Background: an optimization exercise with open tools, aiming at small area, a short achievable clock period and few clock cycles per item. Do not read the settings as production practice.
At most, simulation tests tie the RTL to the original design; equivalence was not proved.
Only the layout flow was run in runs 2 to 6; the RTL was not checked for function there.
No activity file was given, so power comes from the tool's default toggle rates.

==> design/flow/design.v <==
module grn_step (input logic [68:0] v, output logic [68:0] y);
assign y[0] = v[40];
assign y[1] = v[40] & ~ v[32];
assign y[2] = v[35] & ~ (v[36] | v[6]);
assign y[3] = ((v[50] | v[33]) & v[36]) & ~ v[2];
assign y[4] = ~ (v[20] & 0);
assign y[5] = (v[48] | v[31]) & ~ (v[33] | v[36]);
assign y[6] = (v[7] | v[8]) & ~ v[21];
assign y[7] = v[17] & ~ (v[10] | v[32]);
assign y[8] = v[13] & ~ (v[21] | v[32]);
assign y[9] = v[46] & ~ v[47];
assign y[10] = v[31];
assign y[11] = v[42] & v[52];
assign y[12] = (v[4] | v[48] | v[26]) & ~ v[20];
assign y[13] = v[30];
assign y[14] = v[34];
assign y[15] = v[28];
assign y[16] = v[64];
assign y[17] = v[52] | v[16];
assign y[18] = v[15];
assign y[19] = v[59];
assign y[20] = ~ (v[14] | v[2]);
assign y[21] = (v[31] | v[48]) & ~ v[43];
assign y[22] = ~ v[23];
assign y[23] = (v[2] | (v[42] & v[52]));
assign y[24] = v[19] & ~ v[49];
assign y[25] = v[1] | v[29];
assign y[26] = ((v[4] | v[15]) & v[25]) & ~ v[20];
assign y[27] = (v[33] & v[2]) & ~ (v[20] | v[0]);
assign y[28] = v[38] | v[40];
assign y[29] = v[9] | v[51] | v[52];
assign y[30] = (v[3] | v[50] | v[9]) & ~ v[5];
assign y[31] = ~ v[22];
assign y[32] = (v[33] | v[44]) & ~ (v[20] | v[6]);
assign y[33] = (v[37] | v[25] | v[0]) & ~ v[27];
assign y[34] = v[11];
assign y[35] = (v[14] | v[39]) & ~ v[37];
assign y[36] = v[9] & ~ v[2];
assign y[37] = v[33] & ~ (v[31] | v[26]);
assign y[38] = v[9] | v[39];
assign y[39] = v[14] | v[19];
assign y[40] = v[52] & ~ v[41];
assign y[41] = v[31] | v[48];
assign y[42] = v[47];
assign y[43] = v[30];
assign y[44] = v[51] & ~ v[26];
assign y[45] = v[44] | v[31];
assign y[46] = v[33] | v[17];
assign y[47] = v[15] | v[52];
assign y[48] = v[24];
assign y[49] = v[48];
assign y[50] = v[7] & ~ v[5];
assign y[51] = v[57] & ~ v[45];
assign y[52] = v[54];
assign y[53] = (v[62] | v[65]) & ~ v[59];
assign y[54] = v[58];
assign y[55] = v[60] & ~ (v[63] | v[57]);
assign y[56] = (v[61] | v[63]) & ~ (v[62] | v[57] | v[60]);
assign y[57] = v[53];
assign y[58] = (v[63] | v[66]) & ~ v[62];
assign y[59] = v[58] | v[65] | v[31];
assign y[60] = v[65] | v[55];
assign y[61] = v[65] | v[58];
assign y[62] = v[53] | v[55];
assign y[63] = v[56] | v[64];
assign y[64] = v[63] & ~ v[57];
assign y[65] = (v[66] | v[54]) & ~ v[62];
assign y[66] = v[31];
assign y[67] = (v[18] & v[12]) & ~ (v[32] | v[6]);
assign y[68] = v[6];
endmodule
module grn_farm #(
	parameter VECTOR_SIZE = 69,
	parameter LS          = 2,          
	parameter LK          = 1           
) (
	input  logic                   clk,
	input  logic                   rst,
	input  logic                   in_valid,
	input  logic [VECTOR_SIZE-1:0] in_conf,
	output logic                   in_ready,
	output logic                   out_valid,
	output logic [VECTOR_SIZE-1:0] out_conf,
	output logic [31:0]            out_transient,
	output logic [31:0]            out_length
);
localparam int S  = 1 << LS;
localparam int K  = 1 << LK;
localparam int LU = LS + LK;
localparam int CW = 32 - LU;
localparam logic [1:0] P_EMPTY = 2'd0;
localparam logic [1:0] P_ONE   = 2'd1;     
localparam logic [1:0] P_TWO   = 2'd2;     
localparam logic [1:0] P_DONE  = 2'd3;
logic [1:0]             ph [S];
logic [VECTOR_SIZE-1:0] A  [S];
logic [VECTOR_SIZE-1:0] B  [S];
logic [VECTOR_SIZE-1:0] C  [S];
logic [CW-1:0]          c1 [S];
logic [CW-1:0]          c2 [S];
logic [LU-1:0]          u1 [S];
logic [LU-1:0]          dd [S];     
logic                   bw [S];     
logic                   fresh;      
logic [1:0]             ph_n [S];
logic [VECTOR_SIZE-1:0] A_n  [S];
logic [VECTOR_SIZE-1:0] B_n  [S];
logic [LU-1:0]          u1_n [S];
logic [LU-1:0]          dd_n [S];
logic                   bw_n [S];
genvar s, q;
generate
	for (s = 0; s < S; s = s + 1) begin : gen_stage
		logic [VECTOR_SIZE-1:0] a  [K+1];
		logic [VECTOR_SIZE-1:0] b  [K+1];
		logic [VECTOR_SIZE-1:0] bh [K];
		logic [K-1:0]           meet;
		assign a[0] = A[s];
		assign b[0] = B[s];
		for (q = 0; q < K; q = q + 1) begin : gen_sub
			grn_step step_a  (.v(a[q]),  .y(a[q+1]));
			grn_step step_b1 (.v(b[q]),  .y(bh[q]));
			grn_step step_b2 (.v(bh[q]), .y(b[q+1]));
			if (s == 0 && q == 0) begin : g_first
				assign meet[q] = (a[q] == b[q]) && !fresh;
			end else begin : g_rest
				assign meet[q] = (a[q] == b[q]);
			end
		end
		assign A_n[s] = a[K];
		assign B_n[s] = b[K];
		always_comb begin
			logic [1:0] p;
			p       = ph[s];
			u1_n[s] = u1[s];
			dd_n[s] = dd[s];
			bw_n[s] = bw[s];
			for (int k = 0; k < K; k = k + 1) begin
				if (meet[k] && p == P_TWO) begin
					p       = P_DONE;
					dd_n[s] = LU'(K*s + k) - u1_n[s];
					bw_n[s] = LU'(K*s + k) < u1_n[s];
				end
				if (meet[k] && p == P_ONE) begin
					p       = P_TWO;
					u1_n[s] = LU'(K*s + k);
				end
			end
			ph_n[s] = p;
		end
		if (s < S - 1) begin : g_pass
			always_ff @(posedge clk) begin
				if (rst) ph[s+1] <= P_EMPTY;
				else     ph[s+1] <= ph_n[s];
				A[s+1]  <= A_n[s];
				B[s+1]  <= B_n[s];
				C[s+1]  <= C[s];
				if (s == 0) begin
					c1[s+1] <= c1[s] + CW'(ph[s] == P_ONE && !fresh);
					c2[s+1] <= c2[s] + CW'(ph[s] == P_TWO);
				end else begin
					c1[s+1] <= c1[s];
					c2[s+1] <= c2[s];
				end
				u1[s+1] <= u1_n[s];
				dd[s+1] <= dd_n[s];
				bw[s+1] <= bw_n[s];
			end
		end
	end
endgenerate
logic free;
assign free     = (ph[S-1] == P_EMPTY) || (ph[S-1] == P_DONE);
assign in_ready = free;
always_ff @(posedge clk) begin
	if (rst) begin
		ph[0]     <= P_EMPTY;
		out_valid <= 1'b0;
	end else begin
		ph[0]     <= free ? (in_valid ? P_ONE : P_EMPTY) : ph_n[S-1];
		out_valid <= (ph[S-1] == P_DONE);
	end
	fresh <= free;
	if (free) begin
		A[0]  <= in_conf;
		B[0]  <= in_conf;
		C[0]  <= in_conf;
		c1[0] <= '0;
		c2[0] <= '0;
	end else begin
		A[0]  <= A_n[S-1];
		B[0]  <= B_n[S-1];
		C[0]  <= C[S-1];
		c1[0] <= c1[S-1];
		c2[0] <= c2[S-1];
	end
	u1[0] <= u1_n[S-1];
	dd[0] <= dd_n[S-1];
	bw[0] <= bw_n[S-1];
	out_conf      <= C[S-1];
	out_transient <= {c1[S-1], u1[S-1]};
	out_length    <= {c2[S-1] - CW'(bw[S-1]), dd[S-1]};
end
endmodule
==> design/flow/run.sh <==
#!/bin/bash
# synth_recipe.tcl (not shown) runs the flow's synth.tcl, then flattens the netlist and writes it again
# the make line also repeats each setting of config.mk as NAME=value (left out here)
make -C /OpenROAD-flow-scripts/flow DESIGN_CONFIG=/design/flow/config.mk WORK_HOME=/design/flow/orfs CLKGATE_MAP_FILE= SYNTH_SCRIPT=/design/flow/synth_recipe.tcl finish
==> design/flow/config.mk <==
export PLATFORM = sky130hd
export DESIGN_NAME = grn_farm
export DESIGN_NICKNAME = grn_farm
export VERILOG_FILES = /design/flow/design.v
export SDC_FILE = /design/flow/constraint.sdc
export NUM_CORES = 4
export LEC_CHECK = 0
export CAP_MARGIN = 20
export CORE_MARGIN = 2
export CORE_UTILIZATION = 45
export PLACE_DENSITY = 0.6
export SETUP_SLACK_MARGIN = 2.0
export SLEW_MARGIN = 20
==> design/flow/constraint.sdc <==
create_clock -name core_clock -period 5.0 [get_ports {clk}]
set_input_delay 1.0000 -clock core_clock [delete_from_list [all_inputs] [get_ports {clk}]]
set_output_delay 1.0000 -clock core_clock [all_outputs]
set_load 0.01 [all_outputs]
==> qor.yml, run 1 <==
status: "finished clean"
dr_total_vias: 36669
powerDensity_nw_per_um2: 495
crit_path_start: "ph[3][0]$_SDFF_PP0_"
areaGrowthSynthToFinish_pct: 20.9
synth_most_common_cell: "dfxtp_1"
drtAntennaViolNets: 0
crit_path_top_delay_cell: "o31ai_1"
crit_end: "B[0][5]$_DFF_P_"
root_buffer: "clkbuf_16"
pre_cts_slack_ns: 1.23
syn_nets: 4523
critPathLaunchType: "flop"
yosys.area.top_type: "dfxtp_1"
drt_iter0_markers: 5002
power_frac_seq: 0.449
synth_ff_type: "dfxtp_1"
path_cells: "inv_1 > ha_4 > buf_4 > clkinv_1 > buf_4 > nand2_1 > o31ai_1"
skew_ns: 0.0491
port_buffers: 206
grtUsageTotal: 0.380
cts-buffers-inserted: 118
route.detailed.drc: 0
start_util: 0.454
grt_pass1_wl_mm: 266
crit_family: "buffers and inverters"
path_clk_slew_ns: 0.06
final_nets: 4806
post-route-min-period_ns: 3.11
ys_warn_count: 51
cts_tree: "yes"
r2r_start: "ph[3][0]$_SDFF_PP0_"
tightestPinTransition_ns: 1.17
worstReg2RegEnd: "B[0][5]$_DFF_P_"
first_pass_iters: 7
min_path_cells: 0
fin_crit_sh: 0.622
io_pins: 207
ys_seq_area_frac: 0.552
grt_overflow: 0
cp.depth: 7
wl_mm: 194
vias_per_cell: 6.01
die_w_um: 317
cp.arrival_ns: 3.64
cts_buffer_depth: 3
rsz0062_at_grt: "yes"
critical_path_class: "reg -> reg"
finalSetupViolCount: 0
p_leak_nw: 21.0
synth_edf_count: 0
ys_ff_latch: 1212
syn_area_um2: 43900
gp_congestion: 1.17
fmax_ghz: 0.322
worstPathRequired_ns: 5.53
setup_ws_ns: 1.89
max_stage_delay_ns: 0.94
synth_area_leaders: "dfxtp_1, xor2_1, xnor2_1, nor2_1, nand2_1"
crit_buf_inv: 4
crit_top_cell: "buf_4"
clock-sinks: 1212
dieArea_um2: 100000
drive_above_1_share: 0.138
synth-async-reset-ratio: 0
htree_levels: 3
sw_frac_of_total: 0.327
clk_latency_ns: 0.74
drv_slew: 0
synth_commonest_cells: "dfxtp_1, nor2_1, nand2_1, xor2_1, xnor2_1"
die_h_um: 317
reg2reg_depth: 7
grt_pass1_vias: 35195
hpwl_mm: 153
row_count: 114
peakVddDrop_v: 0.000393
wl_per_cell_um: 31.9
cap_violations: 0
cp_max_fo: 43
relSlewSlack: 0.213
core_area_um2: 96700
internal_power_mw: 17.7
synth.distinct_cells: 104
power_frac_clock: 0.358
grt_max_degree: 142
syn_inst: 4436
netSwitchingPower_mw: 8.61
syn_area_per_cell_um2: 9.91
post-synth-top-area-fraction: 0.552
critPathCaptureType: "flop"
combPwrFrac: 0.193
tns_ns: 0
r2r_setup_slack_ns: 1.89
antenna_found_initial: 16
hold_class: "reg -> reg"
hold_viol: 0
routing by layer:
layer  part of all wire  GRT usage  vias to the layer above
li1                   -          -                    15845
met1               0.39      0.480                    17613
met2               0.43      0.583                     2482
met3               0.11      0.116                      723
met4              0.066      0.201                        6
met5            0.00022          0                        -
stage by stage:
step / power, mW / instance area, um2 / instances / hold WS [ns] / utilization
after CTS: 25.8 / 52400 / 6082 / 0.307 / 0.541
final: 26.3 / 53100 / 6102 / 0.306 / 0.549
after global routing: 26.8 / 53100 / 6097 / 0.315 / 0.549
after global placement: 16.4 / 47500 / 5841 / 0.310 / 0.492
after floorplan: 13.9 / 43900 / 4436 / 0.310 / -
after detailed placement: 16.3 / 47500 / 5841 / 0.312 / 0.492
area by class of cell:
| type | count | area, um2 |
|---|---|---|
| clock buffer | 151 | 3290 |
| sequential | 1212 | 24400 |
| antenna | 5 | 12.5 |
| fill | 8630 | 43600 |
| clock inverter | 71 | 878 |
| timing repair buffer | 290 | 2740 |
| multi-input combinational | 2931 | 19600 |
| inverter | 166 | 623 |
| tap | 1276 | 1600 |
layout by cell type, fill, tap and decap left out, drive strengths merged, types with 149 or more instances in the layout:
master	netlist	layout
dfxtp	1212	1212
inv	165	180
clkdlybuf4s50	0	205
nor2b	149	149
clkbuf	112	151
nor2	410	410
xnor2	259	259
o21ai	184	184
nand2	285	285
xor2	270	270
nor3	166	166
cells by family (layout without fill, tap and decap cells):
family          after synthesis  in the layout  share of synthesized area
fa+ha+maj                    15             15                    0.00427
simple gates               1741           1741                      0.210
compound gates              601            601                     0.0918
buf+inv                     293            678                     0.0255
other cells                   0              5                          0
mux                          45             45                     0.0110
flops                      1212           1212                      0.552
xor+xnor                    529            529                      0.105
power groups by stage:
stage          logic (mW)  clock network (mW)  registers [mW]
3_5_place_dp         4.44                   0            11.9
2_1_floorplan        2.88                   0            11.1
5_1_grt              5.17                9.85            11.8
4_1_cts              4.60                9.48            11.7
3_3_place_gp         4.52                   0            11.9
6_report             5.08                9.40            11.8
how the worst min path moves through the flow:
stage                            startpoint                end  slack (ns)
final                      C[1][37]$_DFF_P_   C[2][37]$_DFF_P_        0.31
after global routing       C[1][28]$_DFF_P_   C[2][28]$_DFF_P_        0.32
after CTS                  C[2][13]$_DFF_P_   C[3][13]$_DFF_P_        0.31
after detailed placement   C[0][58]$_DFF_P_   C[1][58]$_DFF_P_        0.31
after global placement    c2[2][19]$_DFF_P_  c2[3][19]$_DFF_P_        0.31
after floorplan             C[0][0]$_DFF_P_    C[1][0]$_DFF_P_        0.31
state kept, by name, summed over array words and instances (netlist names):
signal	flops
out_length	32
u1	12
out_valid	1
B	267
bw	4
dd	12
ph	8
C	276
out_conf	69
out_transient	32
c2	116
fresh	1
c1	116
A	266
repair_timing:
action	CTS	global route
gates resized for setup	135	176
hold buffers	0	0
buffers inserted	19	15
pin swaps	17	20
endpoints found under the setup margin	40	40
Testbench counts, summed over its fixed seeds: cycles 6,145, items 1,280.
==> run 2: changes to the inputs <==
--- a/design/flow/design.v
+++ b/design/flow/design.v
@@ -71,8 +71,8 @@
 endmodule
 module grn_farm #(
 	parameter VECTOR_SIZE = 69,
-	parameter LS          = 2,          
-	parameter LK          = 1           
+	parameter LS          = 3,          
+	parameter LK          = 0           
 ) (
 	input  logic                   clk,
 	input  logic                   rst,
--- a/design/flow/config.mk
+++ b/design/flow/config.mk
@@ -9,5 +9,5 @@
 export CORE_MARGIN = 2
 export CORE_UTILIZATION = 45
 export PLACE_DENSITY = 0.6
-export SETUP_SLACK_MARGIN = 2.0
+export SETUP_SLACK_MARGIN = 2.6
 export SLEW_MARGIN = 20
==> run 2 against run 1 <==
Fmax rose by 16%; routed wire length rose by 9.8%; synthesized cell count rose by 18%; power rose by 58%; worst setup slack improved by 0.43 ns; flip-flop and latch count rose by 1072; die area rose by 44%; combinational power fell by 43%; worst hold slack got worse by 0.014 ns; critical path type is now reg -> out; critical endpoint is now in_ready.
==> qor.yml, run 2 <==
final_common_cell: "dfxtp_1"  # unchanged
path_clk_slew_ns: 0.07  # was 0.06 ns
dr_total_vias: 39143  # was 36,669
grt_pass1_wl_mm: 295  # was 266 mm
powerDensity_nw_per_um2: 547  # was 495 nW/um2
relSlewSlack: 0.243  # was 0.213
syn_nets: 5316  # was 4,523
htree_levels: 4  # was 3
finalSetupViolCount: 0  # unchanged
start_util: 0.455  # was 0.454
core_area_um2: 140000  # was 96,700 um2
cp_max_fo: 2  # was 43
combPwrFrac: 0.070  # was 0.193
drtAntennaViolNets: 0  # unchanged
post-route-min-period_ns: 2.68  # was 3.11 ns
hold_class: "reg -> reg"  # unchanged
tns_ns: 0  # unchanged
total_power_mw: 41.4  # was 26.3 mW
most-common-layout-cells: "dfxtp_1, nor2_1, xnor2_1, xor2_1, inv_1"  # was dfxtp_1, nor2_1, nand2_1, xor2_1, xnor2_1
clk_latency_ns: 0.86  # was 0.74 ns
io_pins: 207  # unchanged
critPathCaptureType: "output port"  # was flop
row_count: 137  # was 114
synth_ff_type: "dfxtp_1"  # unchanged
status: "finished clean"  # unchanged
drive_above_1_share: 0.146  # was 0.138
wl_mm: 213  # was 194 mm
die_w_um: 380  # was 317 um
peakVddDrop_v: 0.000364  # was 0.000393 V
grt_overflow: 0  # unchanged
ys_warn_count: 71  # was 51
sw_frac_of_total: 0.256  # was 0.327
rsz0062_at_grt: "yes"  # unchanged
critPathLaunchType: "flop"  # unchanged
largest_reg_flops: 552  # was 276
synth_commonest_cells: "dfxtp_1, nor2_1, xnor2_1, xor2_1, inv_1"  # was dfxtp_1, nor2_1, nand2_1, xor2_1, xnor2_1
cts_buffer_depth: 3  # unchanged
power_frac_clock: 0.420  # was 0.358
ys_seq_area_frac: 0.719  # was 0.552
cap_violations: 0  # unchanged
utilization: 0.542  # was 0.549
synth_most_common_cell: "dfxtp_1"  # unchanged
gp_congestion: 0.986  # was 1.17
syn_area_um2: 63600  # was 43,900 um2
grtUsageTotal: 0.289  # was 0.380
final_nets: 5716  # was 4,806
min_path_cells: 0  # unchanged
hpwl_mm: 166  # was 153 mm
syn_inst: 5229  # was 4,436
drv_slew: 0  # unchanged
fin_crit_sh: 0.536  # was 0.622
internal_power_mw: 30.8  # was 17.7 mW
grt_max_degree: 79  # was 142
reg2reg_depth: 6  # was 7
critical_path_class: "reg -> out"  # was reg -> reg
grt_pass1_vias: 38987  # was 35,195
worstReg2RegEnd: "A[0][28]$_DFF_P_"  # was B[0][5]$_DFF_P_
power_frac_seq: 0.510  # was 0.449
dieArea_um2: 144000  # was 100,000 um2
r2r_setup_slack_ns: 2.54  # was 1.89 ns
r2r_start: "ph[7][0]$_SDFF_PP0_"  # was ph[3][0]$_SDFF_PP0_
netSwitchingPower_mw: 10.6  # was 8.61 mW
hold_viol: 0  # unchanged
fmax_ghz: 0.373  # was 0.322 GHz
min-delay-start: "C[5][66]$_DFF_P_"  # was C[1][37]$_DFF_P_
drt_iter0_markers: 3591  # was 5,002
postCtsHoldBufs: 0  # unchanged
tightestPinTransition_ns: 1.13  # was 1.17 ns
antenna_found_initial: 20  # was 16
min_to: "C[6][66]$_DFF_P_"  # was C[2][37]$_DFF_P_
post-synth-top-area-fraction: 0.719  # was 0.552
areaGrowthSynthToFinish_pct: 19.0  # was 20.9%
die_h_um: 380  # was 317 um
syn_area_per_cell_um2: 12.2  # was 9.91 um2
vias_per_cell: 5.09  # was 6.01
largestRegisters: "C (552), B (531), A (530)"  # was C (276), B (267), A (266)
skew_ns: 0.0792  # was 0.0491 ns
cp.arrival_ns: 1.68  # was 3.64 ns
synth_area_leaders: "dfxtp_1, xnor2_1, xor2_1, nor2_1, nor2b_1"  # was dfxtp_1, xor2_1, xnor2_1, nor2_1, nand2_1
cts_tree: "yes"  # unchanged
port_buffers: 206  # unchanged
synth-async-reset-ratio: 0  # unchanged
synth.distinct_cells: 66  # was 104
synth_edf_count: 0  # unchanged
ys_ff_latch: 2284  # was 1,212
route.detailed.drc: 0  # unchanged
yosys.area.top_type: "dfxtp_1"  # unchanged
cts-buffers-inserted: 212  # was 118
first_pass_iters: 6  # was 7
worstPathRequired_ns: 4.00  # was 5.53 ns
root_buffer: "clkbuf_16"  # unchanged
p_leak_nw: 31.1  # was 21.0 nW
wl_per_cell_um: 27.8  # was 31.9 um
regMostFlops: "C"  # unchanged
clock-sinks: 2284  # was 1,212
## run 2: cell types whose count changed after synthesis, moves of 61 or more
| cell | previous run | this run |
|---|---|---|
| xnor2_1 | 259 | 340 |
| dfxtp_1 | 1212 | 2284 |
| inv_1 | 165 | 237 |
| nand3_1 | 106 | 36 |
| or2_2 | 50 | 144 |
| nand2_1 | 285 | 180 |
| clkbuf_1 | 112 | 51 |
## run 2: how the worst max path moves through the flow
stage	start	slack (ns)	endpoint	depth (start not counted)
after floorplan	B[3][31]$_DFF_P_	2.82	bw[4]$_DFF_P_	8
after global placement	A[1][63]$_DFF_P_	1.88	dd[2][1]$_DFF_P_	6
after detailed placement	ph[7][0]$_SDFF_PP0_	2.14	in_ready	3
after CTS	ph[7][0]$_SDFF_PP0_	2.27	in_ready	3
after global routing	ph[7][0]$_SDFF_PP0_	2.27	in_ready	3
final	ph[7][0]$_SDFF_PP0_	2.32	in_ready	3
## run 2: power by group through the flow
stage	clock network [mW]	logic, mW	registers, mW
floorplan	0	1.72	20.6
global placement	0	2.80	21.5
global route	18.3	3.02	21.2
CTS	17.6	2.79	21.1
finish	17.4	2.90	21.1
detailed placement	0	2.76	21.5
## run 2: repair_timing
action                                  in CTS  in global routing
pin swaps                                   12                  7
endpoints found under the setup margin     317                 60
gates resized for setup                    614                 61
buffers inserted                            19                  7
cloned                                       1                  0
## run 2: area by class of cell
| cell class | instances | area (um2) |
|---|---|---|
| Fill cell | 12085 | 64100 |
| Clock inverter | 108 | 1790 |
| Sequential cell | 2284 | 45800 |
| Inverter | 238 | 897 |
| Multi-Input combinational cell | 2649 | 17100 |
| Tap cell | 1876 | 2350 |
| Clock buffer | 284 | 5970 |
| Timing Repair Buffer | 244 | 1800 |
| Antenna cell | 3 | 7.51 |
## run 2: cells by family after synthesis
| group | Yosys count | share of synthesized area |
|---|---|---|
| AOI/OAI and AO/OA | 383 | 0.0368 |
| DFF | 2284 | 0.719 |
| buffers and inverters | 296 | 0.0177 |
| muxes | 52 | 0.00885 |
| and+or+nand+nor | 1618 | 0.135 |
| adders and majority gates | 15 | 0.00295 |
| xor gates and xnor gates | 581 | 0.0800 |
## run 2: worst max-delay path: stages, from the launching register on
cell     delay, ns
dfxtp_2       0.35
inv_2         0.05
ha_4          0.32
buf_6         0.13
## run 2: per-stage QoR
| stage | instances | hold WS (ns) | setup slack [ns] | cell area (um2) |
|---|---|---|---|---|
| 4_1_cts | 7676 | 0.272 | 2.27 | 75600 |
| 3_5_place_dp | 7264 | 0.312 | 2.14 | 67900 |
| 6_report | 7686 | 0.292 | 2.32 | 75800 |
| 2_1_floorplan | 5229 | 0.310 | 2.82 | 63600 |
| 3_3_place_gp | 7264 | 0.310 | 1.88 | 67900 |
| 5_1_grt | 7683 | 0.276 | 2.27 | 75700 |
## run 2: layer usage
metal | vias to the layer above | share of wire | track usage
li1 | 17936 | - | -
met1 | 19136 | 0.43 | 0.388
met2 | 1629 | 0.45 | 0.459
met3 | 436 | 0.073 | 0.0579
met4 | 6 | 0.042 | 0.113
met5 | - | 0.00015 | 0
==> run 3: changes to the inputs <==
--- a/design/flow/design.v
+++ b/design/flow/design.v
@@ -71,8 +71,8 @@
 endmodule
 module grn_farm #(
 	parameter VECTOR_SIZE = 69,
-	parameter LS          = 3,          
-	parameter LK          = 0           
+	parameter LS          = 2,          
+	parameter LK          = 1           
 ) (
 	input  logic                   clk,
 	input  logic                   rst,
@@ -170,13 +170,14 @@
 	end
 endgenerate
 logic free;
-assign free     = (ph[S-1] == P_EMPTY) || (ph[S-1] == P_DONE);
 assign in_ready = free;
 always_ff @(posedge clk) begin
 	if (rst) begin
+		free      <= 1'b1;
 		ph[0]     <= P_EMPTY;
 		out_valid <= 1'b0;
 	end else begin
+		free      <= (ph_n[S-2] == P_EMPTY) || (ph_n[S-2] == P_DONE);
 		ph[0]     <= free ? (in_valid ? P_ONE : P_EMPTY) : ph_n[S-1];
 		out_valid <= (ph[S-1] == P_DONE);
 	end
--- a/design/flow/config.mk
+++ b/design/flow/config.mk
@@ -9,5 +9,5 @@
 export CORE_MARGIN = 2
 export CORE_UTILIZATION = 45
 export PLACE_DENSITY = 0.6
-export SETUP_SLACK_MARGIN = 2.6
+export SETUP_SLACK_MARGIN = 2.5
 export SLEW_MARGIN = 20
==> run 3 against run 2 <==
Fmax shrank 9.8%; worst hold slack better by 0.0053 ns; largest power group unchanged; synthesized cell count decreased by 17%; critical endpoint is now dd[0][1]$_DFF_P_; first-iteration DRC count rose by 25%.
==> qor.yml, run 3 <==
status: "finished clean"  # unchanged
most-common-layout-cells: "dfxtp_1, nor2_1, xnor2_1, nand2_1, xor2_1"  # was dfxtp_1, nor2_1, xnor2_1, xor2_1, inv_1
regMostFlops: "C"  # unchanged
io_pins: 207  # unchanged
drive_above_1_share: 0.244  # was 0.146
synth_commonest_cells: "dfxtp_1, nor2_1, xnor2_1, nand2_1, xor2_1"  # was dfxtp_1, nor2_1, xnor2_1, xor2_1, inv_1
finalSetupViolCount: 0  # unchanged
ys_seq_area_frac: 0.561  # was 0.719
syn_area_um2: 43200  # was 63,600 um2
path_cells: "nand2b_2 > xnor2_1 > nand4_1 > nor4_2 > nand4_1 > buf_4 > or4_4 > o21bai_4 > mux2_2"  # was inv_2 > ha_4 > buf_6
rsz0062_at_grt: "yes"  # unchanged
core_area_um2: 95200  # was 140,000 um2
worstReg2RegEnd: "dd[0][1]$_DFF_P_"  # was A[0][28]$_DFF_P_
synth.distinct_cells: 92  # was 66
min_to: "C[1][51]$_DFF_P_"  # was C[6][66]$_DFF_P_
dieArea_um2: 98600  # was 144,000 um2
r2r_start: "B[3][48]$_DFF_P_"  # was ph[7][0]$_SDFF_PP0_
worstPathRequired_ns: 5.60  # was 4.00 ns
fin_hold_ws_ns: 0.297  # was 0.292 ns
syn_inst: 4322  # was 5,229
synth_area_leaders: "dfxtp_1, xnor2_1, xor2_1, nor2_1, nor2b_1"  # unchanged
crit_path_top_delay_cell: "or4_4"  # was dfxtp_2
critPathCaptureType: "flop"  # was output port
drt_iter0_markers: 4504  # was 3,591
synth-async-reset-ratio: 0  # unchanged
drv_slew: 0  # unchanged
largest_reg_flops: 276  # was 552
port_buffers: 206  # unchanged
fin_crit_sh: 0.594  # was 0.536
grt_pass1_wl_mm: 260  # was 295 mm
cts-buffers-inserted: 116  # was 212
critPathLaunchType: "flop"  # unchanged
synth_most_common_cell: "dfxtp_1"  # unchanged
die_h_um: 314  # was 380 um
post-synth-top-area-fraction: 0.561  # was 0.719
grt_max_degree: 112  # was 79
max_stage_delay_ns: 0.58  # was 0.35 ns
grtUsageTotal: 0.376  # was 0.289
peakVddDrop_v: 0.000381  # was 0.000364 V
gp_congestion: 1.08  # was 0.986
vias_per_cell: 5.87  # was 5.09
syn_nets: 4406  # was 5,316
setup_ws_ns: 2.03  # was 2.32 ns
total_power_mw: 26.9  # was 41.4 mW
final_common_cell: "dfxtp_1"  # unchanged
largestRegisters: "C (276), B (267), A (266)"  # was C (552), B (531), A (530)
hold_viol: 0  # unchanged
wl_mm: 191  # was 213 mm
crit_top_cell: "nand4_1"
skew_ns: 0.0566  # was 0.0792 ns
path_clk_slew_ns: 0.06  # was 0.07 ns
cts_buffer_depth: 3  # unchanged
die_w_um: 314  # was 380 um
ys_warn_count: 51  # was 71
syn_area_per_cell_um2: 10.0  # was 12.2 um2
root_buffer: "clkbuf_16"  # unchanged
postCtsHoldBufs: 0  # unchanged
htree_levels: 3  # was 4
cap_violations: 0  # unchanged
yosys.area.top_type: "dfxtp_1"  # unchanged
cp.arrival_ns: 3.57  # was 1.68 ns
grt_overflow: 0  # unchanged
synth_edf_count: 0  # unchanged
clk_latency_ns: 0.75  # was 0.86 ns
min-delay-start: "C[0][51]$_DFF_P_"  # was C[5][66]$_DFF_P_
min_path_cells: 0  # unchanged
drtAntennaViolNets: 0  # unchanged
post-route-min-period_ns: 2.97  # was 2.68 ns
hpwl_mm: 147  # was 166 mm
final_nets: 4841  # was 5,716
hold_class: "reg -> reg"  # unchanged
clock-sinks: 1213  # was 2,284
areaGrowthSynthToFinish_pct: 28.8  # was 19.0%
critical_path_class: "reg -> reg"  # was reg -> out
ys_ff_latch: 1213  # was 2,284
synth_ff_type: "dfxtp_1"  # unchanged
utilization: 0.585  # was 0.542
dr_total_vias: 35973  # was 39,143
fmax_ghz: 0.337  # was 0.373 GHz
antenna_found_initial: 11  # was 20
start_util: 0.455  # about the same
route.detailed.drc: 0  # unchanged
fillers: 8228  # was 12,085
tightestPinTransition_ns: 1.06  # was 1.13 ns
r2r_setup_slack_ns: 2.03  # was 2.54 ns
tns_ns: 0  # unchanged
row_count: 113  # was 137
wl_per_cell_um: 31.1  # was 27.8 um
first_pass_iters: 6  # unchanged
cp_max_fo: 4  # was 2
relSlewSlack: 0.287  # was 0.243
p_leak_nw: 22.5  # was 31.1 nW
reg2reg_depth: 9  # was 6
cts_tree: "yes"  # unchanged
pre_cts_slack_ns: 0.905  # was 2.14 ns
grt_pass1_vias: 34215  # was 38,987
powerDensity_nw_per_um2: 482  # was 547 nW/um2
[run 3: stage by stage]
step	area, um2	std cells
after global placement	47200	5723
final	55700	6124
after CTS	53800	6034
after floorplan	43700	4322
after global routing	55700	6120
after detailed placement	47200	5724
[run 3: worst max-delay path by stage]
| stage | from | cells past startpoint | to | slack [ns] |
|---|---|---|---|---|
| after floorplan | B[2][19]$_DFF_P_ | 8 | bw[3]$_DFF_P_ | 2.36 |
| after global placement | A[0][40]$_DFF_P_ | 7 | dd[1][2]$_DFF_P_ | 0.80 |
| after detailed placement | B[0][23]$_DFF_P_ | 8 | dd[1][2]$_DFF_P_ | 0.90 |
| after CTS | B[3][6]$_DFF_P_ | 8 | dd[0][1]$_DFF_P_ | 1.96 |
| after global routing | B[3][37]$_DFF_P_ | 8 | dd[0][1]$_DFF_P_ | 2.02 |
| final | B[3][48]$_DFF_P_ | 9 | dd[0][1]$_DFF_P_ | 2.03 |
[run 3: timing repair]
item	CTS	global route
gates resized for setup	667	338
setup endpoints to repair	212	60
pin swaps	83	97
buffers inserted	94	86
[run 3: cells by family after synthesis]
| family | after synthesis | synth area share |
|---|---|---|
| AO/OA/AOI/OAI | 588 | 0.0897 |
| AND/OR/NAND/NOR | 1629 | 0.199 |
| adder cells (fa/ha/maj) | 12 | 0.00347 |
| multiplexers | 45 | 0.0113 |
| XOR/XNOR | 534 | 0.108 |
| buffers and inverters | 301 | 0.0265 |
| flip-flops | 1213 | 0.561 |
[run 3: final cells by class]
type,count,area [um2],share of cell area
antenna,4,10.0,0.000180
clock buffer,156,3260,0.0586
clock inverter,60,916,0.0164
inverter,174,661,0.0119
multi-input combinational,2808,20500,0.368
sequential,1213,24800,0.445
tap,1265,1580,0.0284
timing repair buffer,444,3950,0.0709
[run 3: per-layer routing]
layer,vias to the layer above,GRT usage,part of all wire
met5,-,0,0.00051
met4,10,0.209,0.069
met3,695,0.0969,0.11
met2,2310,0.579,0.43
met1,17312,0.480,0.39
li1,15646,-,-
[run 3: report_power, final]
part | switching [mW] | internal [mW]
Clock | 3.94 | 5.61
Sequential | 1.43 | 10.5
Combinational | 3.27 | 2.16
Total | 8.64 | 18.2
[run 3: critical path, delay by kind of cell, from the launching register on]
family | cells | cell delay [ns]
AO/OA/AOI/OAI | 1 | 0.21
XOR/XNOR | 1 | 0.17
buffers and inverters | 1 | 0.17
flip-flops | 1 | 0.48
multiplexers | 1 | 0.28
AND/OR/NAND/NOR | 5 | 1.53
==> run 4: changes to the inputs <==
--- a/design/flow/config.mk
+++ b/design/flow/config.mk
@@ -5,6 +5,7 @@
 export SDC_FILE = /design/flow/constraint.sdc
 export NUM_CORES = 4
 export LEC_CHECK = 0
+export ABC_CLOCK_PERIOD_IN_PS = 2500
 export CAP_MARGIN = 20
 export CORE_MARGIN = 2
 export CORE_UTILIZATION = 45
==> run 4 against run 3 <==
Non-clock buffer count is the same; flip-flop and latch count stayed put; sequential share of layout area did not move; worst hold slack stayed put; combinational power barely moved; core utilization unchanged; first-iteration DRC count did not move; worst setup slack stayed put; largest power group unchanged.
==> qor.yml, run 4 <==
die_h_um: 314  # unchanged
final_nets: 4841  # unchanged
synth.distinct_cells: 92  # unchanged
dr_total_vias: 35973  # unchanged
hold_class: "reg -> reg"  # unchanged
path_cells: "nand2b_2 > xnor2_1 > nand4_1 > nor4_2 > nand4_1 > buf_4 > or4_4 > o21bai_4 > mux2_2"  # unchanged
pre_cts_slack_ns: 0.905  # unchanged
utilization: 0.585  # unchanged
fin_hold_ws_ns: 0.297  # unchanged
relSlewSlack: 0.287  # unchanged
grtUsageTotal: 0.376  # unchanged
total_power_mw: 26.9  # unchanged
largestRegisters: "C (276), B (267), A (266)"  # unchanged
finalSetupViolCount: 0  # unchanged
synth-async-reset-ratio: 0  # unchanged
gp_congestion: 1.08  # unchanged
largest_reg_flops: 276  # unchanged
critPathLaunchType: "flop"  # unchanged
syn_nets: 4406  # unchanged
synth_edf_count: 0  # unchanged
critPathCaptureType: "flop"  # unchanged
r2r_start: "B[3][48]$_DFF_P_"  # unchanged
drt_iter0_markers: 4504  # unchanged
min-delay-start: "C[0][51]$_DFF_P_"  # unchanged
critical_path_class: "reg -> reg"  # unchanged
synth_ff_type: "dfxtp_1"  # unchanged
htree_levels: 3  # unchanged
synth_commonest_cells: "dfxtp_1, nor2_1, xnor2_1, nand2_1, xor2_1"  # unchanged
syn_area_per_cell_um2: 10.0  # unchanged
first_pass_iters: 6  # unchanged
drtAntennaViolNets: 0  # unchanged
status: "finished clean"  # unchanged
cp_max_fo: 4  # unchanged
grt_max_degree: 112  # unchanged
ys_seq_area_frac: 0.561  # unchanged
power_frac_seq: 0.443  # about the same
grt_pass1_wl_mm: 260  # unchanged
wl_mm: 191  # unchanged
areaGrowthSynthToFinish_pct: 28.8  # unchanged
start_util: 0.455  # unchanged
power_frac_clock: 0.355  # about the same
p_leak_nw: 22.5  # unchanged
max_stage_delay_ns: 0.58  # about the same
cts_buffer_depth: 3  # unchanged
ys_ff_latch: 1213  # unchanged
crit_path_top_delay_cell: "or4_4"  # unchanged
fin_crit_sh: 0.594  # unchanged
post-route-min-period_ns: 2.97  # unchanged
min_path_cells: 0  # unchanged
crit_buf_inv: 1  # unchanged
cts-buffers-inserted: 116  # unchanged
multiInputGateArea_um2: 20500  # unchanged
grt_pass1_vias: 34215  # unchanged
min_to: "C[1][51]$_DFF_P_"  # unchanged
dieArea_um2: 98600  # unchanged
root_buffer: "clkbuf_16"  # unchanged
io_pins: 207  # unchanged
path_clk_slew_ns: 0.06  # about the same
placed_cells: 5724  # unchanged
tightestPinTransition_ns: 1.06  # unchanged
worstPathRequired_ns: 5.60  # about the same
fmax_ghz: 0.337  # unchanged
worstReg2RegEnd: "dd[0][1]$_DFF_P_"  # unchanged
syn_area_um2: 43200  # unchanged
clk_latency_ns: 0.75  # about the same
setup_ws_ns: 2.03  # unchanged
crit_family: "simple AND/OR/NAND/NOR gates"  # unchanged
wl_per_cell_um: 31.1  # unchanged
synth_most_common_cell: "dfxtp_1"  # unchanged
stdcell_count: 6124  # unchanged
synth_area_leaders: "dfxtp_1, xnor2_1, xor2_1, nor2_1, nor2b_1"  # unchanged
peakVddDrop_v: 0.000381  # unchanged
port_buffers: 206  # unchanged
route.detailed.drc: 0  # unchanged
regMostFlops: "C"  # unchanged
sw_frac_of_total: 0.321  # unchanged
die_w_um: 314  # unchanged
yosys.area.top_type: "dfxtp_1"  # unchanged
tns_ns: 0  # unchanged
netSwitchingPower_mw: 8.64  # unchanged
row_count: 113  # unchanged
core_area_um2: 95200  # unchanged
clock-sinks: 1213  # unchanged
combPwrFrac: 0.202  # about the same
final_area_um2: 55700  # unchanged
place_area_um2: 47200  # unchanged
drv_slew: 0  # unchanged
postCtsHoldBufs: 0  # unchanged
vias_per_cell: 5.87  # unchanged
antenna_found_initial: 11  # unchanged
reg2reg_depth: 9  # unchanged
crit_top_cell: "nand4_1"  # unchanged
rsz0062_at_grt: "yes"  # unchanged
internal_power_mw: 18.2  # unchanged
cts_tree: "yes"  # unchanged
fillers: 8228  # unchanged
cp.arrival_ns: 3.57  # about the same
ys_warn_count: 51  # unchanged
hold_viol: 0  # unchanged
cap_violations: 0  # unchanged
seq_area_um2: 24800  # unchanged
final_common_cell: "dfxtp_1"  # unchanged
post-synth-top-area-fraction: 0.561  # unchanged
powerDensity_nw_per_um2: 482  # unchanged
syn_inst: 4322  # unchanged
grt_overflow: 0  # unchanged
r2r_setup_slack_ns: 2.03  # about the same
most-common-layout-cells: "dfxtp_1, nor2_1, xnor2_1, nand2_1, xor2_1"  # unchanged
drive_above_1_share: 0.244  # unchanged
hpwl_mm: 147  # unchanged
skew_ns: 0.0566  # unchanged
## run 4: cell counts after synthesis
No cell type changed its count.
## run 4: cells by family after synthesis
kind of cell / after synthesis / share of synthesized area
simple gates: 1629 / 0.199
fa+ha+maj: 12 / 0.00347
flops: 1213 / 0.561
buf+inv: 301 / 0.0265
xor+xnor: 534 / 0.108
compound gates: 588 / 0.0897
mux: 45 / 0.0113
## run 4: layout make-up
type | instances | area share
sequential | 1213 | 0.445
timing repair buffer | 444 | 0.0709
clock inverter | 60 | 0.0164
antenna | 4 | 0.000180
tap | 1265 | 0.0284
clock buffer | 156 | 0.0586
multi-input combinational | 2808 | 0.368
inverter | 174 | 0.0119
## run 4: worst reg2reg max path: cells and delay by family, from the launching register on
family	cells	cell delay (ns)
compound gates	1	0.22
xor+xnor	1	0.17
buf+inv	1	0.17
flops	1	0.48
mux	1	0.28
simple gates	5	1.54
## run 4: metal layers
metal / wire [um] / global-route usage
met1: 74200 / 0.480
met2: 82500 / 0.579
met3: 20700 / 0.0969
met4: 13200 / 0.209
met5: 97 / 0
## run 4: power by group through the flow
stage               sequential (mW)  combinational, mW  clock [mW]
detailed placement             11.9               4.30           0
finish                         11.9               5.43        9.54
CTS                            11.8               4.78        9.57
global route                   11.9               5.56        10.0
floorplan                      11.1               2.88           0
global placement               11.9               4.37           0
## run 4: what timing repair did
action,in CTS,in global routing
setup endpoints to repair,212,60
pin swaps,83,97
resized for setup,667,338
buffers inserted,94,86
## run 4: worst max path at each step
stage,start,to,slack [ns],depth (start not counted)
5_1_grt,B[3][37]$_DFF_P_,dd[0][1]$_DFF_P_,2.02,8
6_report,B[3][48]$_DFF_P_,dd[0][1]$_DFF_P_,2.03,9
3_5_place_dp,B[0][23]$_DFF_P_,dd[1][2]$_DFF_P_,0.90,8
4_1_cts,B[3][6]$_DFF_P_,dd[0][1]$_DFF_P_,1.96,8
3_3_place_gp,A[0][40]$_DFF_P_,dd[1][2]$_DFF_P_,0.80,7
2_1_floorplan,B[2][19]$_DFF_P_,bw[3]$_DFF_P_,2.36,8
==> run 5: changes to the inputs <==
--- a/design/flow/config.mk
+++ b/design/flow/config.mk
@@ -5,10 +5,12 @@
 export SDC_FILE = /design/flow/constraint.sdc
 export NUM_CORES = 4
 export LEC_CHECK = 0
-export ABC_CLOCK_PERIOD_IN_PS = 2500
+export ABC_CLOCK_PERIOD_IN_PS = 1500
 export CAP_MARGIN = 20
 export CORE_MARGIN = 2
 export CORE_UTILIZATION = 45
+export CTS_CLUSTER_DIAMETER = 80
+export CTS_CLUSTER_SIZE = 25
 export PLACE_DENSITY = 0.6
 export SETUP_SLACK_MARGIN = 2.5
 export SLEW_MARGIN = 20
==> run 5 against run 4 <==
Flip-flop and latch count stayed put; clock power fell by 41%; fmax is 1.2% lower; highest routed layer unchanged; core utilization down 2.9 points; still clean on timing, DRC and antenna; routed wire length decreased by 0.85%; non-clock buffer count decreased by 16.
==> qor.yml, run 5 <==
internal_power_mw: 15.0  # was 18.2 mW
hold_class: "reg -> reg"  # unchanged
die_w_um: 314  # unchanged
setup_ws_ns: 2.00  # was 2.03 ns
clk_latency_ns: 0.74  # was 0.75 ns
route.detailed.drc: 0  # unchanged
postCtsHoldBufs: 0  # unchanged
max_stage_delay_ns: 0.59  # was 0.58 ns
syn_nets: 4406  # unchanged
power_frac_clock: 0.248  # was 0.355
vias_per_cell: 5.95  # was 5.87
placed_cells: 5724  # unchanged
dieArea_um2: 98600  # unchanged
antenna_found_initial: 13  # was 11
crit_path_top_delay_cell: "or4_4"  # unchanged
fin_crit_sh: 0.601  # was 0.594
drive_above_1_share: 0.212  # was 0.244
r2r_setup_slack_ns: 2.00  # was 2.03 ns
fmax_ghz: 0.333  # was 0.337 GHz
r2r_start: "B[3][48]$_DFF_P_"  # unchanged
crit_path_start: "B[3][48]$_DFF_P_"  # unchanged
path_clk_slew_ns: 0.10  # was 0.06 ns
row_count: 113  # unchanged
cts_buffer_depth: 3  # unchanged
total_power_mw: 22.9  # was 26.9 mW
final_common_cell: "dfxtp_1"  # unchanged
yosys.area.top_type: "dfxtp_1"  # unchanged
syn_area_per_cell_um2: 10.0  # unchanged
hpwl_mm: 147  # unchanged
drtAntennaViolNets: 0  # unchanged
min-delay-start: "C[1][21]$_DFF_P_"  # was C[0][51]$_DFF_P_
pre_cts_slack_ns: 0.905  # unchanged
hold_viol: 0  # unchanged
worstPathRequired_ns: 5.60  # about the same
p_leak_nw: 21.2  # was 22.5 nW
critPathCaptureType: "flop"  # unchanged
core_area_um2: 95200  # unchanged
stdcell_count: 5972  # was 6,124
fin_hold_ws_ns: 0.318  # was 0.297 ns
skew_ns: 0.0564  # was 0.0566 ns
power_frac_seq: 0.518  # was 0.443
grtUsageTotal: 0.373  # was 0.376
ys_seq_area_frac: 0.561  # unchanged
peakVddDrop_v: 0.000345  # was 0.000381 V
grt_max_degree: 112  # unchanged
cp.arrival_ns: 3.60  # was 3.57 ns
netSwitchingPower_mw: 7.89  # was 8.64 mW
largestRegisters: "C (276), B (267), A (266)"  # unchanged
critPathLaunchType: "flop"  # unchanged
sw_frac_of_total: 0.345  # was 0.321
synth_commonest_cells: "dfxtp_1, nor2_1, xnor2_1, nand2_1, xor2_1"  # unchanged
grt_overflow: 0  # unchanged
path_cells: "nand2b_2 > xnor2_1 > nand4_1 > nor4_2 > nand4_1 > buf_4 > or4_4 > o21bai_4 > mux2_2"  # unchanged
wl_per_cell_um: 31.7  # was 31.1 um
first_pass_iters: 8  # was 6
status: "finished clean"  # unchanged
most-common-layout-cells: "dfxtp_1, nor2_1, xnor2_1, nand2_1, xor2_1"  # unchanged
synth.distinct_cells: 92  # unchanged
crit_top_cell: "nand4_1"  # unchanged
critical_path_class: "reg -> reg"  # unchanged
cap_violations: 0  # unchanged
regMostFlops: "C"  # unchanged
final_nets: 4770  # was 4,841
min_path_cells: 0  # unchanged
combPwrFrac: 0.234  # was 0.202
finalSetupViolCount: 0  # unchanged
synth_area_leaders: "dfxtp_1, xnor2_1, xor2_1, nor2_1, nor2b_1"  # unchanged
drv_slew: 0  # unchanged
post-route-min-period_ns: 3.00  # was 2.97 ns
die_h_um: 314  # unchanged
drt_iter0_markers: 4591  # was 4,504
grt_pass1_wl_mm: 259  # was 260 mm
synth-async-reset-ratio: 0  # unchanged
post-synth-top-area-fraction: 0.561  # unchanged
htree_levels: 2  # was 3
tightestPinTransition_ns: 1.13  # was 1.06 ns
io_pins: 207  # unchanged
synth_ff_type: "dfxtp_1"  # unchanged
reg2reg_depth: 9  # unchanged
rsz0062_at_grt: "yes"  # unchanged
tns_ns: 0  # unchanged
ys_warn_count: 51  # unchanged
synth_most_common_cell: "dfxtp_1"  # unchanged
synth_edf_count: 0  # unchanged
root_buffer: "clkbuf_16"  # unchanged
clock-sinks: 1213  # unchanged
relSlewSlack: 0.240  # was 0.287
start_util: 0.455  # unchanged
grt_pass1_vias: 33771  # was 34,215
syn_inst: 4322  # unchanged
ys_ff_latch: 1213  # unchanged
syn_area_um2: 43200  # unchanged
cp_max_fo: 4  # unchanged
cts_tree: "yes"  # unchanged
wl_mm: 189  # was 191 mm
dr_total_vias: 35506  # was 35,973
port_buffers: 206  # unchanged
gp_congestion: 1.08  # unchanged
areaGrowthSynthToFinish_pct: 22.4  # was 28.8%
largest_reg_flops: 276  # unchanged
cts-buffers-inserted: 61  # was 116
powerDensity_nw_per_um2: 432  # was 482 nW/um2
[run 5: path summary, 6_finish.rpt]
check                     endpoint
setup / recovery  dd[0][1]$_DFF_P_
hold / removal    C[2][21]$_DFF_P_
setup reg to reg  dd[0][1]$_DFF_P_
hold reg to reg   C[2][21]$_DFF_P_
[run 5: stage by stage]
stage                     utilization  cell area [um2]
final                           0.556            52900
after global routing            0.556            52900
after CTS                       0.544            51800
after detailed placement        0.496            47200
after global placement          0.496            47200
after floorplan                     -            43700
[run 5: final cells by class]
type,instances,area (um2)
well taps,1265,1580
clock inverters,13,263
fillers,8486,42200
repair buffers,428,3820
multi-input cells,2808,20200
diodes,6,15.0
clock buffers,65,1590
inverters,174,657
flip-flops and latches,1213,24800
[run 5: cell families (layout without fill, tap and decap cells)]
family,Yosys count,after routing,share of synthesized area
compound gates,588,588,0.0897
flops,1213,1213,0.561
simple gates,1629,1629,0.199
mux,45,45,0.0113
xor+xnor,534,534,0.108
other cells,0,6,0
buf+inv,301,680,0.0265
fa+ha+maj,12,12,0.00347
[run 5: layer usage]
metal | GRT usage | part of all wire
met5 | 0 | 0.00025
met4 | 0.197 | 0.068
met3 | 0.0908 | 0.099
met2 | 0.576 | 0.43
met1 | 0.483 | 0.40
[run 5: repair_timing]
item | in CTS | in global routing
pin swaps | 87 | 48
endpoints found under the setup margin | 213 | 56
setup buffers | 120 | 44
gates resized for setup | 720 | 215
[run 5: critical path: cells and delay by family (launching register included)]
kind / cells / cell delay, ns
AND/OR/NAND/NOR: 5 / 1.55
flip-flops: 1 / 0.49
buffers and inverters: 1 / 0.18
XOR/XNOR: 1 / 0.17
multiplexers: 1 / 0.28
AO/OA/AOI/OAI: 1 / 0.23
[run 5: power by group through the flow]
stage	Combinational (mW)	Clock (mW)	Sequential [mW]
2_1_floorplan	2.88	0	11.1
4_1_cts	4.91	5.72	11.7
6_report	5.35	5.67	11.8
5_1_grt	5.48	6.07	11.9
3_5_place_dp	4.30	0	11.9
3_3_place_gp	4.37	0	11.9
==> run 6: changes to the inputs <==
--- a/design/flow/design.v
+++ b/design/flow/design.v
@@ -96,6 +96,7 @@
 logic [VECTOR_SIZE-1:0] A  [S];
 logic [VECTOR_SIZE-1:0] B  [S];
 logic [VECTOR_SIZE-1:0] C  [S];
+logic [K-1:0]           E  [S];     
 logic [CW-1:0]          c1 [S];
 logic [CW-1:0]          c2 [S];
 logic [LU-1:0]          u1 [S];
@@ -105,16 +106,17 @@
 logic [1:0]             ph_n [S];
 logic [VECTOR_SIZE-1:0] A_n  [S];
 logic [VECTOR_SIZE-1:0] B_n  [S];
+logic [K-1:0]           E_n  [S];
 logic [LU-1:0]          u1_n [S];
 logic [LU-1:0]          dd_n [S];
 logic                   bw_n [S];
 genvar s, q;
 generate
 	for (s = 0; s < S; s = s + 1) begin : gen_stage
+		localparam int SP = (s + S - 1) % S;    
 		logic [VECTOR_SIZE-1:0] a  [K+1];
 		logic [VECTOR_SIZE-1:0] b  [K+1];
 		logic [VECTOR_SIZE-1:0] bh [K];
-		logic [K-1:0]           meet;
 		assign a[0] = A[s];
 		assign b[0] = B[s];
 		for (q = 0; q < K; q = q + 1) begin : gen_sub
@@ -122,9 +124,9 @@
 			grn_step step_b1 (.v(b[q]),  .y(bh[q]));
 			grn_step step_b2 (.v(bh[q]), .y(b[q+1]));
 			if (s == 0 && q == 0) begin : g_first
-				assign meet[q] = (a[q] == b[q]) && !fresh;
+				assign E_n[s][q] = (a[q] == b[q]) && !fresh;
 			end else begin : g_rest
-				assign meet[q] = (a[q] == b[q]);
+				assign E_n[s][q] = (a[q] == b[q]);
 			end
 		end
 		assign A_n[s] = a[K];
@@ -136,14 +138,14 @@
 			dd_n[s] = dd[s];
 			bw_n[s] = bw[s];
 			for (int k = 0; k < K; k = k + 1) begin
-				if (meet[k] && p == P_TWO) begin
+				if (E[s][k] && p == P_TWO) begin
 					p       = P_DONE;
-					dd_n[s] = LU'(K*s + k) - u1_n[s];
-					bw_n[s] = LU'(K*s + k) < u1_n[s];
+					dd_n[s] = LU'(K*SP + k) - u1_n[s];
+					bw_n[s] = LU'(K*SP + k) < u1_n[s];
 				end
-				if (meet[k] && p == P_ONE) begin
+				if (E[s][k] && p == P_ONE) begin
 					p       = P_TWO;
-					u1_n[s] = LU'(K*s + k);
+					u1_n[s] = LU'(K*SP + k);
 				end
 			end
 			ph_n[s] = p;
@@ -155,9 +157,10 @@
 				A[s+1]  <= A_n[s];
 				B[s+1]  <= B_n[s];
 				C[s+1]  <= C[s];
+				E[s+1]  <= E_n[s];
 				if (s == 0) begin
-					c1[s+1] <= c1[s] + CW'(ph[s] == P_ONE && !fresh);
-					c2[s+1] <= c2[s] + CW'(ph[s] == P_TWO);
+					c1[s+1] <= c1[s] + CW'(ph_n[s] == P_ONE && !fresh);
+					c2[s+1] <= c2[s] + CW'(ph_n[s] == P_TWO);
 				end else begin
 					c1[s+1] <= c1[s];
 					c2[s+1] <= c2[s];
@@ -169,6 +172,17 @@
 		end
 	end
 endgenerate
+function automatic logic [1:0] next_phase(input logic [1:0] p, input logic [K-1:0] e);
+	logic [1:0] r;
+	r = p;
+	for (int k = 0; k < K; k = k + 1) begin
+		if (e[k] && r == P_TWO)      r = P_DONE;
+		else if (e[k] && r == P_ONE) r = P_TWO;
+	end
+	next_phase = r;
+endfunction
+logic [1:0] ph_ahead;
+assign ph_ahead = next_phase(ph_n[S-2], E_n[S-2]);
 logic free;
 assign in_ready = free;
 always_ff @(posedge clk) begin
@@ -177,21 +191,23 @@
 		ph[0]     <= P_EMPTY;
 		out_valid <= 1'b0;
 	end else begin
-		free      <= (ph_n[S-2] == P_EMPTY) || (ph_n[S-2] == P_DONE);
+		free      <= (ph_ahead == P_EMPTY) || (ph_ahead == P_DONE);
 		ph[0]     <= free ? (in_valid ? P_ONE : P_EMPTY) : ph_n[S-1];
-		out_valid <= (ph[S-1] == P_DONE);
+		out_valid <= (ph_n[S-1] == P_DONE);
 	end
 	fresh <= free;
 	if (free) begin
 		A[0]  <= in_conf;
 		B[0]  <= in_conf;
 		C[0]  <= in_conf;
+		E[0]  <= '0;
 		c1[0] <= '0;
 		c2[0] <= '0;
 	end else begin
 		A[0]  <= A_n[S-1];
 		B[0]  <= B_n[S-1];
 		C[0]  <= C[S-1];
+		E[0]  <= E_n[S-1];
 		c1[0] <= c1[S-1];
 		c2[0] <= c2[S-1];
 	end
@@ -199,7 +215,7 @@
 	dd[0] <= dd_n[S-1];
 	bw[0] <= bw_n[S-1];
 	out_conf      <= C[S-1];
-	out_transient <= {c1[S-1], u1[S-1]};
-	out_length    <= {c2[S-1] - CW'(bw[S-1]), dd[S-1]};
+	out_transient <= {c1[S-1], u1_n[S-1]};
+	out_length    <= {c2[S-1] - CW'(bw_n[S-1]), dd_n[S-1]};
 end
 endmodule
--- a/design/flow/config.mk
+++ b/design/flow/config.mk
@@ -5,7 +5,6 @@
 export SDC_FILE = /design/flow/constraint.sdc
 export NUM_CORES = 4
 export LEC_CHECK = 0
-export ABC_CLOCK_PERIOD_IN_PS = 1500
 export CAP_MARGIN = 20
 export CORE_MARGIN = 2
 export CORE_UTILIZATION = 45
==> run 6 against run 5 <==
Flip-flop and latch count rose by 2; still clean on timing, DRC and antenna; die area down 2.4%; largest power group unchanged; highest routed layer unchanged; core utilization down 2.9 points; worst hold slack improved by 0.0044 ns.
==> qor.yml, run 6 <==
hold_viol: 0  # unchanged
cts_buffer_depth: 3  # unchanged
rsz0062_at_grt: "yes"  # unchanged
grt_pass1_vias: 31753  # was 33,771
synth_edf_count: 0  # unchanged
synth_most_common_cell: "dfxtp_1"  # unchanged
tns_ns: 0  # unchanged
post-route-min-period_ns: 2.67  # was 3.00 ns
cp_max_fo: 5  # was 4
syn_nets: 4322  # was 4,406
io_pins: 207  # unchanged
antenna_found_initial: 7  # was 13
r2r_setup_slack_ns: 2.33  # was 2.00 ns
syn_area_per_cell_um2: 9.95  # was 10.0 um2
drv_slew: 0  # unchanged
hpwl_mm: 141  # was 147 mm
final_area_um2: 49100  # was 52,900 um2
htree_levels: 2  # unchanged
peakVddDrop_v: 0.000285  # was 0.000345 V
total_power_mw: 21.7  # was 22.9 mW
ys_warn_count: 55  # was 51
fin_crit_sh: 0.534  # was 0.601
synth_mux_area_frac: 0.00653  # was 0.0113
synth_compound_area_frac: 0.0902  # was 0.0897
die_w_um: 310  # was 314 um
drive_above_1_share: 0.118  # was 0.212
die_h_um: 310  # was 314 um
dieArea_um2: 96200  # was 98,600 um2
status: "finished clean"  # unchanged
clock-sinks: 1215  # was 1,213
route.detailed.drc: 0  # unchanged
postCtsHoldBufs: 0  # unchanged
synth_ff_type: "dfxtp_1"  # unchanged
setup_ws_ns: 2.33  # was 2.00 ns
powerDensity_nw_per_um2: 442  # was 432 nW/um2
pre_cts_slack_ns: 1.83  # was 0.905 ns
wl_mm: 179  # was 189 mm
path_cells: "nor2b_4 > nand2_2 > o21ai_2 > nand2_2 > buf_6 > buf_4 > buf_4 > buf_4 > buf_4 > buf_4 > buf_4 > buf_4 > buf_4 > buf_4 > buf_4 > buf_4 > buf_4 > buf_4 > nand2_1 > o21ai_1"  # was nand2b_2 > xnor2_1 > nand4_1 > nor4_2 > nand4_1 > buf_4 > or4_4 > o21bai_4 > mux2_2
drtAntennaViolNets: 0  # unchanged
relSlewSlack: 0.239  # was 0.240
hold_class: "reg -> reg"  # unchanged
row_count: 112  # was 113
grt_pass1_wl_mm: 245  # was 259 mm
final_nets: 4583  # was 4,770
port_buffers: 206  # unchanged
largest_reg_flops: 276  # unchanged
yosys.area.top_type: "dfxtp_1"  # unchanged
drt_iter0_markers: 4207  # was 4,591
grt_max_degree: 135  # was 112
wl_per_cell_um: 31.0  # was 31.7 um
clk_latency_ns: 0.74  # about the same
synth_area_leaders: "dfxtp_1, xnor2_1, xor2_1, nor2_1, nand2_1"  # was dfxtp_1, xnor2_1, xor2_1, nor2_1, nor2b_1
synthSimpleGateAreaFrac: 0.188  # was 0.199
vias_per_cell: 5.79  # was 5.95
path_clk_slew_ns: 0.10  # about the same
ys_seq_area_frac: 0.577  # was 0.561
p_leak_nw: 19.6  # was 21.2 nW
crit_path_top_delay_cell: "dfxtp_4"  # was or4_4
critPathLaunchType: "flop"  # unchanged
synth-async-reset-ratio: 0  # unchanged
core_area_um2: 93000  # was 95,200 um2
most-common-layout-cells: "dfxtp_1, nor2_1, xnor2_1, nand2_1, xor2_1"  # unchanged
tightestPinTransition_ns: 1.13  # about the same
root_buffer: "clkbuf_16"  # unchanged
place_area_um2: 45700  # was 47,200 um2
critical_path_class: "reg -> reg"  # unchanged
synth_fa_ha_area_frac: 0.00380  # was 0.00347
skew_ns: 0.0483  # was 0.0564 ns
syn_area_um2: 42200  # was 43,200 um2
regMostFlops: "C"  # unchanged
crit_family: "buffers and inverters"  # was simple AND/OR/NAND/NOR gates
gp_congestion: 1.06  # was 1.08
cap_violations: 0  # unchanged
start_util: 0.453  # was 0.455
dr_total_vias: 33470  # was 35,506
areaGrowthSynthToFinish_pct: 16.4  # was 22.4%
synth_top_family_by_area: "simple AND/OR/NAND/NOR gates"  # unchanged
critPathCaptureType: "flop"  # unchanged
synth_commonest_cells: "dfxtp_1, nor2_1, xnor2_1, nand2_1, o21ai_0"  # was dfxtp_1, nor2_1, xnor2_1, nand2_1, xor2_1
cts-buffers-inserted: 61  # unchanged
largestRegisters: "C (276), B (267), A (266)"  # unchanged
syn_inst: 4238  # was 4,322
cts_tree: "yes"  # unchanged
grtUsageTotal: 0.365  # was 0.373
crit_buf_inv: 14  # was 1
synth.distinct_cells: 91  # was 92
grt_overflow: 0  # unchanged
fmax_ghz: 0.374  # was 0.333 GHz
max_stage_delay_ns: 0.37  # was 0.59 ns
worstPathRequired_ns: 5.60  # about the same
cp.arrival_ns: 3.28  # was 3.60 ns
synth_xor_area_frac: 0.107  # was 0.108
final_common_cell: "dfxtp_1"  # unchanged
finalSetupViolCount: 0  # unchanged
post-synth-top-area-fraction: 0.577  # was 0.561
ys_ff_latch: 1215  # was 1,213
crit_top_cell: "buf_4"  # was nand4_1
first_pass_iters: 6  # was 8
-- run 6: cell types whose count changed after synthesis, sizes merged, moves of 21 or more --
cell / before / now
xor2: 256 / 202
nand2: 261 / 297
xnor2: 278 / 311
o21bai: 53 / 23
a21oi: 100 / 128
nand2b: 78 / 55
nor2: 396 / 419
o21ai: 186 / 209
or4: 26 / 5
-- run 6: final timing paths --
kind / start / to / cells after the start
max: ph[3][0]$_SDFF_PP0_ / out_length[2]$_DFF_P_ / 20
min: C[0][31]$_DFF_P_ / C[1][31]$_DFF_P_ / 0
max reg2reg: ph[3][0]$_SDFF_PP0_ / out_length[2]$_DFF_P_ / 20
min reg2reg: C[0][31]$_DFF_P_ / C[1][31]$_DFF_P_ / 0
-- run 6: cell families after synthesis --
| family | Yosys count |
|---|---|
| buf+inv | 308 |
| mux | 25 |
| fa+ha+maj | 13 |
| simple gates | 1561 |
| compound gates | 603 |
| flops | 1215 |
| xor+xnor | 513 |
-- run 6: repair_timing --
action / in CTS / in global routing
endpoints found under the setup margin: 187 / 43
setup buffers: 44 / 35
resized for setup: 291 / 158
pin swaps: 30 / 41
-- run 6: metrics by stage --
step	instances	hold slack [ns]	util
finish	5779	0.322	0.528
floorplan	4238	0.310	-
CTS	5737	0.326	0.518
detailed placement	5611	0.312	0.491
global placement	5611	0.310	0.491
global route	5772	0.332	0.527
-- run 6: layout make-up --
class                   count  area [um2]
clock inverters            19         288
multi-input cells        2715       17700
flip-flops and latches   1215       24400
inverters                 193         724
diodes                      7        17.5
fillers                  8602       43900
well taps                1254        1570
clock buffers              63        1540
repair buffers            313        2790
-- run 6: routing by layer --
metal  GRT usage  share of wire  up-vias
met1       0.474           0.41    16133
met3      0.0755          0.090      569
met5           0        0.00016        -
met4       0.210          0.067        4
li1            -              -    14767
met2       0.563           0.44     1997
-- run 6: report_power, final --
part	switching, mW	internal (mW)	leakage [nW]
clock network	3.29	2.36	0.891
logic	2.72	1.56	8.65
registers	1.34	10.4	10.1

==> re-timing with driven ports <==
Ports are ideal in the flow. The routed layouts listed here were re-timed in OpenROAD. Step 1: set_driving_cell puts a clkbuf_16 on clk and a buf_2 on each other input, an assumption about the parent block. Step 2 times the ports against the registers' clock, not the clock port: input delays grow and output delays shrink by t, the midpoint of the rising clock arrivals with the driver on. a / b / c = ideal ports / drivers / drivers and shift; a / b = the first two.
run	shift t [ns]	slack for setup (ns)	worst hold slack (ns)	worst setup path after step 2	worst slew at a driven data input, ns
run 1	0.779	1.892 / 1.892 / 1.892	0.306 / 0.306 / 0.306	register to register	0.10
run 2	0.901	2.321 / 2.247 / 2.391	0.292 / 0.292 / 0.292	input to register	0.10
run 3	0.798	2.030 / 2.030 / 2.030	0.297 / 0.297 / 0.297	register to register	0.09
run 4	0.798	2.030 / 2.030 / 2.030	0.297 / 0.297 / 0.297	register to register	0.09
run 5	0.778	1.995 / 1.995 / 1.995	0.318 / 0.318 / 0.318	register to register	0.08
run 6	0.789	2.328 / 2.328 / 2.328	0.322 / 0.322 / 0.322	register to register	0.09
After both steps every run listed still meets setup and hold.
